From an optimization exercise on the open Yosys and OpenROAD flow, aimed at small area; shortcuts taken in it are not production practice.
Function was checked by simulation only, so behaviour that the tests miss may differ from the original.
Power figures rest on the tool's default switching activity, not on a simulated workload.

===== flow/run.sh =====
#!/bin/bash
# synth_recipe.tcl (not shown) runs the flow's synth.tcl, then flattens the netlist and writes it again
# the make line also repeats each setting of config.mk as NAME=value (left out here)
make -C /OpenROAD-flow-scripts/flow DESIGN_CONFIG=/design/flow/config.mk WORK_HOME=/design/flow/orfs CLKGATE_MAP_FILE= SYNTH_SCRIPT=/design/flow/synth_recipe.tcl finish

===== flow/config.mk =====
export PLATFORM = sky130hd
export DESIGN_NAME = quick_rs232
export DESIGN_NICKNAME = quick_rs232
export VERILOG_FILES = /design/flow/design.v
export SDC_FILE = /design/flow/constraint.sdc
export NUM_CORES = 4
export LEC_CHECK = 0
export CAP_MARGIN = 20
export CORE_MARGIN = 2
export CORE_UTILIZATION = 60
export CTS_BUF_LIST = sky130_fd_sc_hd__clkbuf_8
export CTS_CLUSTER_DIAMETER = 60
export CTS_CLUSTER_SIZE = 20
export SLEW_MARGIN = 20

===== flow/constraint.sdc =====
create_clock -name core_clock -period 10.0 [get_ports {clk}]
set_input_delay 2.0000 -clock core_clock [delete_from_list [all_inputs] [get_ports {clk}]]
set_output_delay 2.0000 -clock core_clock [all_outputs]
set_load 0.01 [all_outputs]

===== flow/design.v =====
module fifo (
    input  wire       clk,
    input  wire       clear,
    input  wire       push,
    input  wire       pop,
    input  wire [7:0] in_data,
    output reg  [7:0] out_data
);
    localparam [2:0] AWAIT  = 3'd0;
    localparam [2:0] PUSH_S = 3'd1;
    localparam [2:0] PUSH_F = 3'd2;
    localparam [2:0] POP_S  = 3'd3;
    localparam [2:0] POP_F  = 3'd4;
    reg [7:0] mem [0:15];
    reg [4:0] idx;
    reg [2:0] state;
    integer k;
    wire empty = idx[4];
    wire full  = (idx == 5'd15);
    always @(posedge clk) begin
        if (state == PUSH_S && !full) begin
            mem[0] <= in_data;
            for (k = 1; k < 16; k = k + 1)
                mem[k] <= mem[k-1];
        end
    end
    always @(posedge clk) begin
        if (clear) begin
            state    <= POP_S;
            idx      <= 5'h1f;
            out_data <= 8'h00;
        end else begin
            case (state)
                AWAIT:
                    if (pop)       state <= POP_S;
                    else if (push) state <= PUSH_S;
                PUSH_S:
                    if (!full) begin
                        idx   <= idx + 5'd1;
                        state <= PUSH_F;
                    end else
                        state <= AWAIT;
                PUSH_F:
                    if (!push) state <= AWAIT;
                POP_S:
                    if (!empty) begin
                        out_data <= mem[idx[3:0]];
                        idx      <= idx - 5'd1;
                        state    <= POP_F;
                    end else
                        state <= AWAIT;
                default:
                    if (!pop) state <= AWAIT;
            endcase
        end
    end
endmodule
module quick_rs232 (
    input  wire       clk,
    input  wire       rst,
    input  wire       rx,
    output reg        tx,
    input  wire       rts,
    output wire       cts,
    input  wire       rx_read,
    output reg        rx_err,
    output wire [7:0] rx_data,
    output reg        rx_byte_received,
    input  wire       tx_transaction,
    input  wire [7:0] tx_data,
    input  wire       tx_data_ready,
    output reg        tx_data_copied,
    output reg        tx_busy
);
localparam [8:0] L305 = 9'd226, L307 = 9'd394, L369 = 9'd330, L370 = 9'd148,
                 L434 = 9'd364, L435 = 9'd216, L437 = 9'd353;
assign cts = 1'b0;
reg [7:0] rx_buffer;
fifo rx_data_buffer (.clk(clk), .clear(rst), .push(rx_byte_received), .pop(rx_read),
                     .in_data(rx_buffer), .out_data(rx_data));
localparam [1:0] R_WAIT = 2'd0, R_SSTART = 2'd1, R_ACT = 2'd2, R_SSTOP = 2'd3;
reg [1:0] rx_state;
reg [3:0] rx_ph;
reg [8:0] rx_bc;
reg       rx_par;
reg       rx_stuck;      
wire rx_act  = (rx_state == R_ACT);
wire rx_wrap = (rx_ph == 4'd15) ? (rx_bc == L437) : (rx_bc == L434);
wire rx_s370 = (rx_bc == L370);
always @(posedge clk) begin
    if (!rx_act || rx_wrap) rx_bc <= 9'd0;
    else                    rx_bc <= {rx_bc[7:0], ~(rx_bc[8] ^ rx_bc[4])};
end
always @(posedge clk) begin
    if (rst) begin
        rx_state         <= R_SSTOP;
        rx_byte_received <= 1'b0;
        rx_err           <= 1'b0;
        rx_stuck         <= 1'b0;
    end else begin
        case (rx_state)
            R_WAIT: begin
                rx_err   <= 1'b0;
                rx_state <= R_SSTART;
            end
            R_SSTART: begin
                if (!rx) begin
                    rx_state <= R_ACT;
                    rx_ph    <= 4'd7;
                    rx_par   <= 1'b0;
                    rx_stuck <= 1'b0;
                end else if (rx_stuck)
                    rx_state <= R_WAIT;
            end
            R_ACT: begin
                if (rx_wrap) rx_ph <= rx_ph + 4'd1;
                if (rx_ph[3]) begin
                    if (rx_s370) begin
                        rx_buffer[rx_ph[2:0]] <= rx;
                        rx_par <= rx_par ^ rx;
                    end
                end else if (rx_ph == 4'd0) begin
                    if (rx_bc == L369) rx_err <= rx_par ^ rx;
                    if (rx_s370 && !rx_err) rx_byte_received <= 1'b1;
                end else if (rx_ph != 4'd7) begin
                    if (rx) begin
                        rx_state <= R_SSTOP;
                        if (rx_ph == 4'd5 && rx_bc == L305) rx_stuck <= 1'b1;
                    end else if (rx_ph == 4'd5 && rx_bc == L307)
                        rx_state <= R_WAIT;
                end
            end
            default: begin  
                rx_state         <= R_WAIT;
                rx_byte_received <= 1'b0;
                rx_err           <= 1'b0;
            end
        endcase
    end
end
localparam [3:0] T_PAR = 4'd0, T_STOP = 4'd1, T_SSTOP = 4'd2, T_IDLE = 4'd3,
                 T_SWAIT = 4'd4, T_SSTART = 4'd5, T_START = 4'd7;
reg [3:0] tx_ph;
reg [8:0] tx_bc;
reg [7:0] tx_buffer;
reg       tx_par;
wire tx_act  = tx_ph[3] || tx_ph == T_START || tx_ph == T_PAR || tx_ph == T_STOP;
wire tx_bit  = tx_buffer[tx_ph[2:0]];
wire tx_wrap = (tx_ph == 4'd15) ? (tx_bc == L435) : (tx_bc == L434);
always @(posedge clk) begin
    if (!tx_act || tx_wrap) tx_bc <= 9'd0;
    else                    tx_bc <= {tx_bc[7:0], ~(tx_bc[8] ^ tx_bc[4])};
end
always @(posedge clk) begin
    if (rst)
        tx <= 1'b1;
    else if (tx_ph[3])
        tx <= tx_bit;
    else if (tx_ph == T_START)
        tx <= 1'b0;
    else if (tx_ph == T_PAR)
        tx <= tx_par;
    else
        tx <= 1'b1;
end
always @(posedge clk) begin
    if (rst) begin
        tx_ph          <= T_IDLE;
        tx_data_copied <= 1'b0;
        tx_busy        <= 1'b0;
    end else begin
        case (tx_ph)
            T_IDLE:
                if (tx_transaction) begin
                    tx_ph          <= T_SWAIT;
                    tx_data_copied <= 1'b0;
                    tx_busy        <= 1'b0;
                end
            T_SWAIT:
                tx_ph <= T_SSTART;
            T_SSTART: begin
                if (tx_data_ready) begin
                    tx_ph          <= T_START;
                    tx_buffer      <= tx_data;
                    tx_data_copied <= 1'b1;
                    tx_busy        <= 1'b1;
                end
                if (!tx_transaction)
                    tx_ph <= T_IDLE;
            end
            T_SSTOP: begin
                tx_busy <= 1'b0;
                tx_ph   <= T_IDLE;
            end
            default: begin  
                if (tx_ph == T_START)
                    tx_par <= 1'b0;
                else if (tx_ph[3] && tx_wrap)
                    tx_par <= tx_par ^ tx_bit;
                if (tx_wrap) begin
                    tx_ph <= tx_ph + 4'd1;
                    if (tx_ph == 4'd15) tx_data_copied <= 1'b0;
                end
            end
        endcase
    end
end
endmodule

==> results.ini, run 1 <==
[timing]
fin_crit_sh_pct=38.4
finalSetupViolations=0
rsz0062_at_grt=no
slew_headroom_pct=31.4
tightestPinTransition_ns=1.03
max_freq_mhz=261
skew_ns=0.0104
fin_tns_setup_ns=0
slew_violations=0
hold_viol=0
finalCriticalPeriod_ns=3.84
timing.final.ws_setup_ns=6.16

[critical_path]
critical_path_buf_inv_count=1
cp.depth=2
path_max_fanout=22
critPathSlowestCell=nor4b_2
start_kind=primary input
cp-startpoint=rst
path_class=in -> reg
path_cells=clkdlybuf4s50_1 > nor4b_2
worst_r2r_endpoint=rx_data_buffer.idx[2]
crit_end=tx_buffer[6]
rrSetupSlack_ns=6.36
crit_family=simple AND/OR/NAND/NOR gates
critPathMaxStageDelay_ns=1.02
r2r_start=rx_data_buffer.idx[1]
critical_path.endpoint_type=flip-flop
cp.required_ns=10.10
rr_worst_depth=10
cp.arrival_ns=3.93

[final_layout]
final_common_cell=edfxtp_1
nNetsFinal=671
area_delta_synth_final_pct=9.64
final_cell_mix=150 x edfxtp_1, 46 x dfxtp_1, 43 x nand2_1
final_util_pct=67.6
postLayoutCellArea_sq_um=8990
drive_above_1_share_pct=9.17
antenna_cells=0

[detailed_routing]
drcViolationCount=0
drtIter0Drc=500
vias=5165
wl_per_cell_microns=19.1
dr.pass1.iters=5
via_per_inst=6.22
ant_nets=0
wl_microns=15800

[clock_network]
holdBufCountCts=0
cts_tree=yes
htree_levels=4
cts_sinks=196
postCtsSetupBuffers=0
path_clk_slew_ns=0.09
numCtsBuffers=17
cts_root_buffer=clkbuf_8
clock_latency_ns=0.47
clk_path_buf_depth=2
postCtsResizedCells=0

[synthesis]
ys.flop_type=edfxtp_1
synth.avg_cell_area_sq_um=13.2
ys_ff_latch=196
synth_cells=622
ys_warn_count=3
ys_top_cells_by_area=edfxtp_1 55%, dfxtp_1 11%, ha_1 2.3%, a21oi_1 2.1%, nand2_1 2.0%
netlist_area_sq_um=8200
synth_edf_count=150
syn-num-nets=652
synthDistinctLibCells=66
synth_top_cell_area_share_pct=54.9
yosys.area.top_type=edfxtp_1
async_flop_share_pct=0
synth-seq-area-share_pct=66.2

[global_routing]
grt.overflow.total=0
grt_max_degree=84
grt_usage_pct=22.7
grt_pass1_wl_microns=25700
antenna_found_initial=0
first_global_vias=5037

[floorplanning]
fp.dieH_microns=121
initial_core_util_pct=61.7
rows=42
die_w_microns=121
die_area_sq_um=14600
io_pins=29
core_area_sq_um=13300

[placement]
hpwl_microns=9870
gp_congestion=0.846
io_buffer_count=26
post-place-ws_ns=5.64
placed_area_sq_um=8610

[power]
peakVddDrop_uv=133
leakagePower_nw=3.01
powerDensity_nw_per_um2=200

[status]
status=timing/DRC/antenna clean

[hold_path]
hp-class=reg -> reg
min-delay-start=rx_data_buffer.mem[14][4]

[run]
maxCapViolations=0

[worst reg2reg max path: stages (launching register included)]
cell and delay (ns):
dfxtp_1 0.39, ha_1 0.20, buf_4 0.26, and3_1 0.29
ha_1 0.27, nor3_4 0.17, buf_4 0.50, buf_4 0.88
a22oi_1 0.31, xnor2_1 0.19, nand2_1 0.06
[worst min-delay path by stage]
stage,cells past startpoint,end
global placement,0,rx_data_buffer.mem[3][4]
floorplan,0,rx_data_buffer.mem[15][0]
finish,0,rx_data_buffer.mem[15][4]
detailed placement,0,rx_data_buffer.mem[15][6]
CTS,0,rx_data_buffer.mem[15][4]
global route,0,rx_data_buffer.mem[12][4]
[per-layer routing]
metal	GRT usage, %	share of wire (%)
met2	35.8	48
met3	4.70	4.8
met4	8.07	1.4
met5	0	0
met1	31.7	46
[power breakdown]
part           total [mW]  switching [mW]  internal [mW]
Clock               0.502           0.263          0.240
Sequential          0.987          0.0440          0.943
Combinational       0.313           0.187          0.126
Total                1.80           0.494           1.31
[cells in the mapped netlist (4+ instances only)]
cell / instances
a211oi_1: 5
a21o_1: 4
a21oi_1: 34
a221oi_1: 12
a222oi_1: 9
a22o_1: 5
a22oi_1: 17
a31oi_1: 6
and2_1: 18
buf_1: 6
buf_2: 7
clkbuf_1: 19
dfxtp_1: 46
edfxtp_1: 150
ha_1: 15
inv_1: 18
mux2_2: 10
mux4_2: 5
nand2_1: 43
nand2b_1: 12
nand3_1: 16
nand3b_1: 4
nand4_1: 4
nor2_1: 28
nor2b_1: 8
nor3_1: 11
o211ai_1: 6
o21ai_0: 32
o221ai_1: 4
xnor2_1: 8
[registers in the layout (all words and copies together) (netlist names), 2 cells and up]
signal / flops
rx_bc: 9
rx_data_buffer.out_data: 8
tx_bc: 9
rx_buffer: 8
rx_state: 2
tx_ph: 4
rx_data_buffer.idx: 5
tx_buffer: 8
rx_data_buffer.mem: 128
rx_data_buffer.state: 3
rx_ph: 4
[logic make-up (layout without fill, tap and decap cells)]
kind of cell / after synthesis / after routing / synth area share [%]
AO/OA/AOI/OAI: 161 / 161 / 13.6
XOR/XNOR: 11 / 11 / 1.17
adder cells (fa/ha/maj): 15 / 15 / 2.29
buffers and inverters: 52 / 84 / 2.62
flip-flops: 196 / 196 / 66.2
multiplexers: 17 / 17 / 2.99
other: 1 / 1 / 0.0457
AND/OR/NAND/NOR: 169 / 169 / 11.2
[through the flow]
step / hold slack [ns] / power [mW] / instances
finish: 0.449 / 1.80 / 830
global route: 0.468 / 1.88 / 830
CTS: 0.451 / 1.81 / 830
detailed placement: 0.434 / 1.32 / 798
global placement: 0.428 / 1.31 / 798
floorplan: 0.420 / 1.23 / 622
[area by class of cell]
| type | instances | area, sq um |
|---|---|---|
| clock inverters | 15 | 146 |
| well taps | 176 | 220 |
| flip-flops and latches | 196 | 5430 |
| clock buffers | 17 | 234 |
| repair buffers | 34 | 320 |
| multi-input cells | 374 | 2580 |
| fillers | 950 | 4300 |
| inverters | 18 | 67.6 |
==> inputs of run 2 (changes only) <==
==> flow/flow/run.sh (new file) <==
#!/bin/bash
# Layout flow: ORFS as the standard layout, with three changes:
#  - synthesis is the standard synthesis script with an area-oriented ABC
#    mapping script (flow/area.abc); registers are untouched;
#  - ports are buffered with the smallest buffer (buf_1);
#  - CTS uses clkbuf_8 and inserts no dummy loads.
# Each tool's output goes to its own log in this folder (and ORFS's per-step
# logs under orfs/logs).
set -euo pipefail
W=$PWD
F=$W/flow
cat > $W/own_config.mk <<EOC
include $W/config.mk
export BUFFER_PORTS_ARGS = -buffer_cell sky130_fd_sc_hd__buf_1
export CTS_ARGS = -sink_clustering_enable -repair_clock_nets -buf_list sky130_fd_sc_hd__clkbuf_8 -dont_use_dummy_load
EOC
make -C "$FLOW_HOME" DESIGN_CONFIG=$W/own_config.mk WORK_HOME=$W/orfs CLKGATE_MAP_FILE= \
    SYNTH_SCRIPT=$F/synth.tcl finish > $W/make.log 2>&1
R=$W/orfs/results/$FLOW_PLATFORM/quick_rs232/base
: # left out here: write the final layout as DEF
==> flow/flow/area.abc (new file) <==
strash
dc2
dch -f
amap -F 4 -A 8
topo
==> flow/flow/synth.tcl (new file) <==
proc synth {args} { yosys synth -nofsm -noshare {*}$args }
set ::my_abc_script [file join [file dirname [file normalize [info script]]] area.abc]
proc abc {args} {
  set i [lsearch -exact $args -script]
  if { $i >= 0 } { lset args [expr {$i + 1}] $::my_abc_script }
  puts "abc (area script): $args"
  yosys abc {*}$args
}
source $::env(SCRIPTS_DIR)/synth.tcl
# left out here: clear keep_hierarchy, flatten, clean up, hide names made inside functions, write 1_2_yosys.v
==> flow/standard.sh (new file) <==
#!/bin/bash
# synth_recipe.tcl (not shown) runs the flow's synth.tcl, then flattens the netlist and writes it again
# the make line also repeats each setting of config.mk as NAME=value (left out here)
make -C /OpenROAD-flow-scripts/flow DESIGN_CONFIG=/design/flow/config.mk WORK_HOME=/design/flow/orfs CLKGATE_MAP_FILE= SYNTH_SCRIPT=/design/flow/synth_recipe.tcl "${@:-finish}"
--- a/flow/config.mk
+++ b/flow/config.mk
@@ -9,6 +9,3 @@
 export CORE_MARGIN = 2
 export CORE_UTILIZATION = 60
-export CTS_BUF_LIST = sky130_fd_sc_hd__clkbuf_8
-export CTS_CLUSTER_DIAMETER = 60
-export CTS_CLUSTER_SIZE = 20
 export SLEW_MARGIN = 20
removed: flow/run.sh
==> results.ini, run 2 <==
[synthesis]
synth_compound_area_share_pct=14.2
synth_top_family_by_area=compound AO/OA/AOI/OAI gates
ys_ff_latch=196
synth_edf_count=150
ys_top_cells_by_area=edfxtp_1 59%, dfxtp_1 12%, a222oi_1 3.3%, nor2_1 3.1%, clkinv_1 2.7%
synthTopCellsByCount=150 x edfxtp_1, 63 x nor2_1, 55 x clkinv_1, 46 x dfxtp_1, 29 x o21ai_0
synthAdderAreaFrac_pct=2.47
synth_simple_gate_area_share_pct=9.10
synth.most_common_cell=edfxtp_1
synth-seq-area-share_pct=71.4
synthMuxAreaShare_pct=0
synth_xor_area_share_pct=0
async_flop_share_pct=0
syn-num-nets=599
yosys.area.top_type=edfxtp_1
netlist_area_sq_um=7600
synth.avg_cell_area_sq_um=13.4
synth_cells=569
synthDistinctLibCells=43
ys_warn_count=3
synth_top_cell_area_share_pct=59.2
ys.flop_type=edfxtp_1

[final_layout]
drive_above_1_share_pct=3.73
regMostFlops=rx_data_buffer.mem
final_util_pct=65.5
nNetsFinal=648
area_delta_synth_final_pct=7.78
top_regs=rx_data_buffer.mem x128, rx_bc x9, tx_bc x9
final_cell_mix=150 x edfxtp_1, 63 x nor2_1, 55 x clkinv_1
largest_reg_flops=128
antenna_cells=0
final_common_cell=edfxtp_1

[global_routing]
grt_usage_pct=24.3
first_global_vias=4604
grt.overflow.total=0
antenna_found_initial=0
grt_pass1_wl_microns=24300
grt_max_degree=70

[timing]
skew_ns=0.0202
rsz0062_at_grt=no
fin_tns_setup_ns=0
slew_violations=0
tightestPinTransition_ns=1.13
max_freq_mhz=293
fin_crit_sh_pct=34.1
finalSetupViolations=0
finalCriticalPeriod_ns=3.41
slew_headroom_pct=24.1
hold_viol=0

[floorplanning]
die_w_microns=117
initial_core_util_pct=60.7
core_area_sq_um=12500
io_pins=29
fp.dieH_microns=117
die_area_sq_um=13600
rows=41

[critical_path]
cp-startpoint=tx_ph[2]
cp.required_ns=10.33
rrSetupSlack_ns=6.59
rr_worst_depth=11
start_kind=flip-flop
path_max_fanout=11
r2r_start=tx_ph[2]
cp.arrival_ns=3.74
critical_path.endpoint_type=flip-flop
worst_r2r_endpoint=tx_ph[3]
path_class=reg -> reg
crit_end=tx_ph[3]

[clock_network]
htree_levels=4
path_clk_slew_ns=0.08
postCtsSetupBuffers=0
numCtsBuffers=17
cts_sinks=196
clk_path_buf_depth=2
cts_tree=yes
clock_latency_ns=0.46
holdBufCountCts=0
postCtsResizedCells=0
cts_root_buffer=clkbuf_8

[power]
powerDensity_nw_per_um2=232
peakVddDrop_uv=194
leakagePower_nw=2.58

[hold_path]
hp-class=reg -> reg

[detailed_routing]
via_per_inst=6.23
wl_per_cell_microns=19.9
drtIter0Drc=748
vias=4910
dr.pass1.iters=5
drcViolationCount=0
ant_nets=0
wl_microns=15700

[run]
maxCapViolations=0

[placement]
gp_congestion=0.847
hpwl_microns=10200
io_buffer_count=26

[status]
status=timing/DRC/antenna clean

-- run 2: changes by cell type in the layout (fill, tap and decap cells not counted), sizes merged, moves of 18 or more --
cell and delta:
clkinv +45, nor2 +35, and2 -18, inv -19, buf +23, clkdlybuf4s50 -26
-- run 2: per-stage QoR --
step                      hold slack, ns  area (sq um)  cells  worst slack (ns)  total power [mW]
after floorplan                    0.403          7610    569             0.281              1.41
after global placement             0.414          7960    771              6.36              1.52
after detailed placement           0.420          7960    771              6.29              1.54
after CTS                          0.434          8190    788              6.62              1.91
after global routing               0.456          8190    788              6.31              2.00
final                              0.428          8190    788              6.59              1.90
-- run 2: worst min-delay path by stage --
stage,to,cells past startpoint,slack (ns),start
after detailed placement,tx_bc[2],2,0.42,tx_bc[1]
after floorplan,tx_bc[2],2,0.40,tx_bc[1]
after CTS,tx_bc[2],2,0.43,tx_bc[1]
after global routing,tx_bc[2],2,0.46,tx_bc[1]
after global placement,tx_bc[2],2,0.41,tx_bc[1]
final,tx_bc[2],2,0.43,tx_bc[1]
-- run 2: power by group --
group | switching (mW) | internal (mW)
Combinational | 0.278 | 0.132
Sequential | 0.0778 | 1.04
Clock | 0.227 | 0.150
Total | 0.583 | 1.32
-- run 2: routing by layer --
metal / part of all wire [%] / GRT usage [%]
met1: 42 / 32.5
met2: 48 / 38.1
met3: 7.4 / 6.28
met4: 2.6 / 10.3
met5: 0 / 0
-- run 2: kinds of logic after synthesis --
kind of cell               Yosys count
DFF                                196
other                                1
buffers and inverters               56
AOI/OAI and AO/OA                  149
and+or+nand+nor                    152
adders and majority gates           15
-- run 2: final cells by class --
cell class / count / area [sq um]
multi-input cells: 317 / 1980
inverters: 55 / 206
well taps: 172 / 215
fillers: 965 / 4320
clock buffers: 17 / 234
repair buffers: 31 / 135
flip-flops and latches: 196 / 5430
-- run 2: worst max-delay path: stages (launching register included) --
cell       delay, ns
dfxtp_1         0.53
clkinv_1        0.36
nor3_1          0.37
nand3_1         0.12
o32a_1          0.30
nor3_1          0.29
clkinv_1        0.15
a21oi_1         0.30
clkinv_1        0.19
nor4_1          0.34
nor2_1          0.07
a2111oi_0       0.27
==> inputs of run 3 (changes only) <==
--- a/flow/config.mk
+++ b/flow/config.mk
@@ -8,4 +8,4 @@
 export CAP_MARGIN = 20
 export CORE_MARGIN = 2
-export CORE_UTILIZATION = 60
+export CORE_UTILIZATION = 80
 export SLEW_MARGIN = 20
==> results.ini, run 3 <==
[synthesis]
synthDistinctLibCells=43
ys_ff_latch=196
netlist_area_sq_um=7600
synthTopCellsByCount=150 x edfxtp_1, 63 x nor2_1, 55 x clkinv_1, 46 x dfxtp_1, 29 x o21ai_0
ys_warn_count=3
async_flop_share_pct=0
yosys.area.top_type=edfxtp_1
synth.avg_cell_area_sq_um=13.4
ys.flop_type=edfxtp_1
ys_top_cells_by_area=edfxtp_1 59%, dfxtp_1 12%, a222oi_1 3.3%, nor2_1 3.1%, clkinv_1 2.7%
synth.most_common_cell=edfxtp_1
synth_cells=569
synth-seq-area-share_pct=71.4
syn-num-nets=599
synth_top_cell_area_share_pct=59.2
synth_edf_count=150

[detailed_routing]
drtIter0Drc=753
vias=5239
via_per_inst=7.04
wl_per_cell_microns=22.3
ant_nets=0
wl_microns=16600
drcViolationCount=0
dr.pass1.iters=8

[clock_network]
clock_latency_ns=0.47
htree_levels=4
holdBufCountCts=0
cts_root_buffer=clkbuf_8
postCtsSetupBuffers=0
cts_sinks=196
postCtsResizedCells=0
path_clk_slew_ns=0.09
cts_tree=yes
clk_path_buf_depth=2
numCtsBuffers=17

[timing]
fin_tns_setup_ns=0
finalCriticalPeriod_ns=3.47
timing.hold.ws_ns=0.437
hold_viol=0
skew_ns=0.0372
slew_headroom_pct=29.0
rsz0062_at_grt=no
fin_crit_sh_pct=34.7
tightestPinTransition_ns=1.06
max_freq_mhz=288
finalSetupViolations=0
slew_violations=0

[final_layout]
area_delta_synth_final_pct=6.98
nNetsFinal=647
drive_above_1_share_pct=3.58
final_cell_mix=150 x edfxtp_1, 63 x nor2_1, 55 x clkinv_1
regMostFlops=rx_data_buffer.mem
final_cells=744
top_regs=rx_data_buffer.mem x128, rx_bc x9, tx_bc x9
largest_reg_flops=128
final_common_cell=edfxtp_1
antenna_cells=0

[critical_path]
critical_path.endpoint_type=flip-flop
start_kind=flip-flop
critPathMaxStageDelay_ns=0.53
path_max_fanout=11
cp.arrival_ns=3.81
critPathSlowestCell=dfxtp_1
cp.required_ns=10.33
cpMostUsedCell=clkinv_1
path_cells=clkinv_1 > nor3_1 > nand3_1 > o32a_1 > nor3_1 > clkinv_1 > a21oi_1 > clkinv_1 > nor4_1 > nor2_1 > a2111oi_0
path_class=reg -> reg

[global_routing]
grt_busiest_layer=met2
grt.overflow.total=0
grt_pass1_wl_microns=25500
first_global_vias=5023
grt_usage_pct=33.7
use_met2_pct=54.9
grt_max_degree=70
met1_usage_pct=42.4
met3_usage_pct=10.0
antenna_found_initial=0

[floorplanning]
core_area_sq_um=9240
fp.dieH_microns=101
rows=35
initial_core_util_pct=82.3
die_area_sq_um=10300
die_w_microns=101
io_pins=29

[placement]
dpl.cell_count=727
hpwl_microns=10900
gp_congestion=0.893
io_buffer_count=26

[power]
leakagePower_nw=2.58
powerDensity_nw_per_um2=237
peakVddDrop_uv=177

[status]
status=timing/DRC/antenna clean

[hold_path]
hp-class=reg -> reg

[run]
maxCapViolations=0

## run 3: cell types whose count changed in the layout (fill, tap and decap cells not counted)
| cell | change |
|---|---|
| buf_4 | -1 |
## run 3: cells by family (layout without fill, tap and decap cells)
kind of cell    after synthesis  in the layout  share of synthesized area, %
compound gates              149            149                          14.2
fa+ha+maj                    15             15                          2.47
other cells                   1              1                        0.0493
simple gates                152            152                          9.10
buf+inv                      56            102                          2.81
flops                       196            196                          71.4
## run 3: final timing paths
kind	from	depth (start not counted)	slack (ns)	endpoint
setup / recovery	tx_ph[2]	11	6.53	tx_ph[3]
setup reg to reg	tx_ph[2]	11	6.53	tx_ph[3]
hold / removal	tx_bc[1]	2	0.44	tx_bc[2]
hold reg to reg	tx_bc[1]	2	0.44	tx_bc[2]
## run 3: worst max-delay path, delay by kind of cell (launching register included)
family	cells	cell delay, ns
buffers and inverters	3	0.73
AOI/OAI and AO/OA	3	0.89
DFF	1	0.53
and+or+nand+nor	5	1.22
## run 3: area by class of cell
type	instances	area [sq um]
sequential	196	5430
multi-input combinational	317	1980
fill	440	1110
clock buffer	17	234
inverter	55	206
tap	129	161
timing repair buffer	30	128
## run 3: through the flow
| stage | area, sq um | worst slack [ns] | util (%) | power, mW |
|---|---|---|---|---|
| 6_report | 8130 | 6.53 | 88.0 | 1.92 |
| 5_1_grt | 8130 | 6.12 | 88.0 | 2.00 |
| 4_1_cts | 8130 | 6.61 | 88.0 | 1.91 |
| 3_5_place_dp | 7900 | 6.40 | 85.5 | 1.54 |
| 3_3_place_gp | 7900 | 6.42 | 85.5 | 1.51 |
| 2_1_floorplan | 7610 | 0.281 | - | 1.41 |
## run 3: per-layer routing
metal	share of wire (%)	up-vias
li1	-	2324
met1	36	2467
met2	50	382
met3	11	66
met4	3.5	0
met5	0	-
## run 3: power by group
group	internal, mW	leakage, nW	total, mW	switching [mW]
combinational	0.132	0.692	0.424	0.292
sequential	1.04	1.76	1.12	0.0840
clock	0.151	0.122	0.380	0.230
total	1.32	2.58	1.92	0.606
==> inputs of run 4 (changes only) <==
--- a/flow/flow/run.sh
+++ b/flow/flow/run.sh
@@ -13,5 +13,5 @@
 include $W/config.mk
 export BUFFER_PORTS_ARGS = -buffer_cell sky130_fd_sc_hd__buf_1
-export CTS_ARGS = -sink_clustering_enable -repair_clock_nets -buf_list sky130_fd_sc_hd__clkbuf_8 -dont_use_dummy_load
+export CTS_ARGS = -sink_clustering_enable -repair_clock_nets -buf_list sky130_fd_sc_hd__clkbuf_8 -sink_clustering_size 30 -sink_clustering_max_diameter 100 -dont_use_dummy_load
 EOC
 make -C "$FLOW_HOME" DESIGN_CONFIG=$W/own_config.mk WORK_HOME=$W/orfs CLKGATE_MAP_FILE= \
--- a/flow/config.mk
+++ b/flow/config.mk
@@ -8,4 +8,4 @@
 export CAP_MARGIN = 20
 export CORE_MARGIN = 2
-export CORE_UTILIZATION = 80
+export CORE_UTILIZATION = 60
 export SLEW_MARGIN = 20
==> results.ini, run 4 <==
[floorplanning]
io_pins=29
die_w_microns=117
die_area_sq_um=13600
rows=41
core_area_sq_um=12500
fp.dieH_microns=117
initial_core_util_pct=60.7

[timing]
fin_tns_setup_ns=0
tightestPinTransition_ns=1.13
rsz0062_at_grt=no
timing.hold.ws_ns=0.428
skew_ns=0.0202
hold_viol=0
slew_headroom_pct=24.1
finalCriticalPeriod_ns=3.41
slew_violations=0
fin_crit_sh_pct=34.1
max_freq_mhz=293
finalSetupViolations=0

[clock_network]
path_clk_slew_ns=0.08
postCtsSetupBuffers=0
holdBufCountCts=0
cts_tree=yes
htree_levels=4
clock_latency_ns=0.46
cts_root_buffer=clkbuf_8
cts_sinks=196
clk_path_buf_depth=2
numCtsBuffers=17
postCtsResizedCells=0

[final_layout]
antenna_cells=0
regMostFlops=rx_data_buffer.mem
top_regs=rx_data_buffer.mem x128, rx_bc x9, tx_bc x9
drive_above_1_share_pct=3.73
final_common_cell=edfxtp_1
area_delta_synth_final_pct=7.78
final_cell_mix=150 x edfxtp_1, 63 x nor2_1, 55 x clkinv_1
fill_cells=965
nNetsFinal=648
largest_reg_flops=128

[global_routing]
grt_usage_pct=24.3
antenna_found_initial=0
first_global_vias=4604
grt_max_degree=70
grt_pass1_wl_microns=24300
grt.overflow.total=0

[detailed_routing]
dr.pass1.iters=5
wl_microns=15700
drtIter0Drc=748
ant_nets=0
drcViolationCount=0
vias=4910
via_per_inst=6.23
wl_per_cell_microns=19.9

[synthesis]
syn-num-nets=599
synth_edf_count=150
ys_warn_count=3
synthMuxAreaShare_pct=0
synth_xor_area_share_pct=0
synthDistinctLibCells=43
synth.most_common_cell=edfxtp_1
synth_simple_gate_area_share_pct=9.10
synth.avg_cell_area_sq_um=13.4
ys.flop_type=edfxtp_1
synth_compound_area_share_pct=14.2
synthAdderAreaFrac_pct=2.47
netlist_area_sq_um=7600
synth_top_family_by_area=compound AO/OA/AOI/OAI gates
synth_cells=569
async_flop_share_pct=0
synth-seq-area-share_pct=71.4
synth_top_cell_area_share_pct=59.2
yosys.area.top_type=edfxtp_1
synthTopCellsByCount=150 x edfxtp_1, 63 x nor2_1, 55 x clkinv_1, 46 x dfxtp_1, 29 x o21ai_0
ys_ff_latch=196
ys_top_cells_by_area=edfxtp_1 59%, dfxtp_1 12%, a222oi_1 3.3%, nor2_1 3.1%, clkinv_1 2.7%

[power]
peakVddDrop_uv=194
p_int_mw=1.32
p_sw_share_pct=30.7
power_frac_seq_pct=58.6
leakagePower_nw=2.58
powerDensity_nw_per_um2=232
switchingPower_uw=583
combPwrFrac_pct=21.6
p_clk_share_pct=19.9

[critical_path]
path_max_fanout=11
cp.arrival_ns=3.74
critPathMaxStageDelay_ns=0.53
start_kind=flip-flop
rrSetupSlack_ns=6.59
path_class=reg -> reg
path_cells=clkinv_1 > nor3_1 > nand3_1 > o32a_1 > nor3_1 > clkinv_1 > a21oi_1 > clkinv_1 > nor4_1 > nor2_1 > a2111oi_0
cpMostUsedCell=clkinv_1
critPathSlowestCell=dfxtp_1
critical_path.endpoint_type=flip-flop
cp.required_ns=10.33

[status]
status=timing/DRC/antenna clean

[run]
maxCapViolations=0

[placement]
gp_congestion=0.847
io_buffer_count=26
hpwl_microns=10200

[hold_path]
hp-class=reg -> reg

==> run 4: cell counts after synthesis <==
No cell type changed its count.
==> run 4: path summary, 6_finish.rpt <==
| check | cells past startpoint | to | startpoint |
|---|---|---|---|
| worst max-delay path | 11 | tx_ph[3] | tx_ph[2] |
| worst min-delay path | 2 | tx_bc[2] | tx_bc[1] |
| worst min register to register | 2 | tx_bc[2] | tx_bc[1] |
| worst max register to register | 11 | tx_ph[3] | tx_ph[2] |
==> run 4: cells by family after synthesis <==
group	count (synthesis)
other	1
AND/OR/NAND/NOR	152
flip-flops	196
adder cells (fa/ha/maj)	15
buffers and inverters	56
AO/OA/AOI/OAI	149
==> run 4: routing by layer <==
layer  share of wire, %  GRT usage (%)  vias up
li1                   -              -     2326
met1                 42           32.5     2330
met2                 48           38.1      224
met3                7.4           6.28       30
met4                2.6           10.3        0
met5                  0              0        -
==> run 4: area by class of cell <==
cell class / instances / area, sq um / share of cell area [%]
Clock buffer: 17 / 234 / 2.86
Inverter: 55 / 206 / 2.52
Multi-Input combinational cell: 317 / 1980 / 24.1
Sequential cell: 196 / 5430 / 66.2
Tap cell: 172 / 215 / 2.63
Timing Repair Buffer: 31 / 135 / 1.65
==> run 4: power groups by stage <==
stage | Combinational, mW | Clock (mW) | Sequential, mW
2_1_floorplan | 0.288 | 0 | 1.13
3_3_place_gp | 0.401 | 0 | 1.12
3_5_place_dp | 0.409 | 0 | 1.13
4_1_cts | 0.409 | 0.388 | 1.11
5_1_grt | 0.457 | 0.420 | 1.13
6_report | 0.410 | 0.378 | 1.11
==> run 4: worst max-delay path, delay by kind of cell (launching register included) <==
family / cells / cell delay, ns
buffers and inverters: 3 / 0.70
and+or+nand+nor: 5 / 1.19
DFF: 1 / 0.53
AOI/OAI and AO/OA: 3 / 0.87
==> run 4: stage by stage <==
step                      setup slack, ns  instances  util (%)  area [sq um]  total power, mW
final                                6.59        788      65.5          8190             1.90
after CTS                            6.62        788      65.5          8190             1.91
after global routing                 6.31        788      65.5          8190             2.00
after global placement               6.36        771      63.6          7960             1.52
after detailed placement             6.29        771      63.6          7960             1.54
after floorplan                     0.281        569         -          7610             1.41

afterwards: timing with drivers on the ports:
The flow's constraints put no driver on any port. The routed layouts listed below were extracted and timed again, unchanged, in two steps.
Step 1 assumes that a clkbuf_16 drives the clock port and a buf_2 every other input.
Step 2 adds t to the input delays and takes it off the output delays; t is the mean of the earliest and latest rising clock arrival at the registers after step 1. Input paths then give back, and output paths get back, about the clock's delay inside the block.
Three values: no drivers, after step 1, after step 2; two values: the first two.
run | t (ns) | slack for setup (ns) | worst hold slack (ns) | worst register clock-pin slew, ns | pins driven straight from the clock port
run 1 | 0.502 | 6.164 / 6.178 / 5.676 | 0.449 / 0.449 / 0.449 | 0.09 / 0.09 | 1
run 2 | 0.484 | 6.590 / 6.590 / 6.353 | 0.428 / 0.428 / 0.428 | 0.09 / 0.09 | 1
run 3 | 0.484 | 6.525 / 6.525 / 6.332 | 0.437 / 0.437 / 0.437 | 0.10 / 0.10 | 1
run 4 | 0.484 | 6.590 / 6.590 / 6.353 | 0.428 / 0.428 / 0.428 | 0.09 / 0.09 | 1
After both steps setup and hold are still met in every run listed. The setup slack of run 1, which loses most, moves by +0.014 ns with the drivers and by -0.488 ns with both steps.
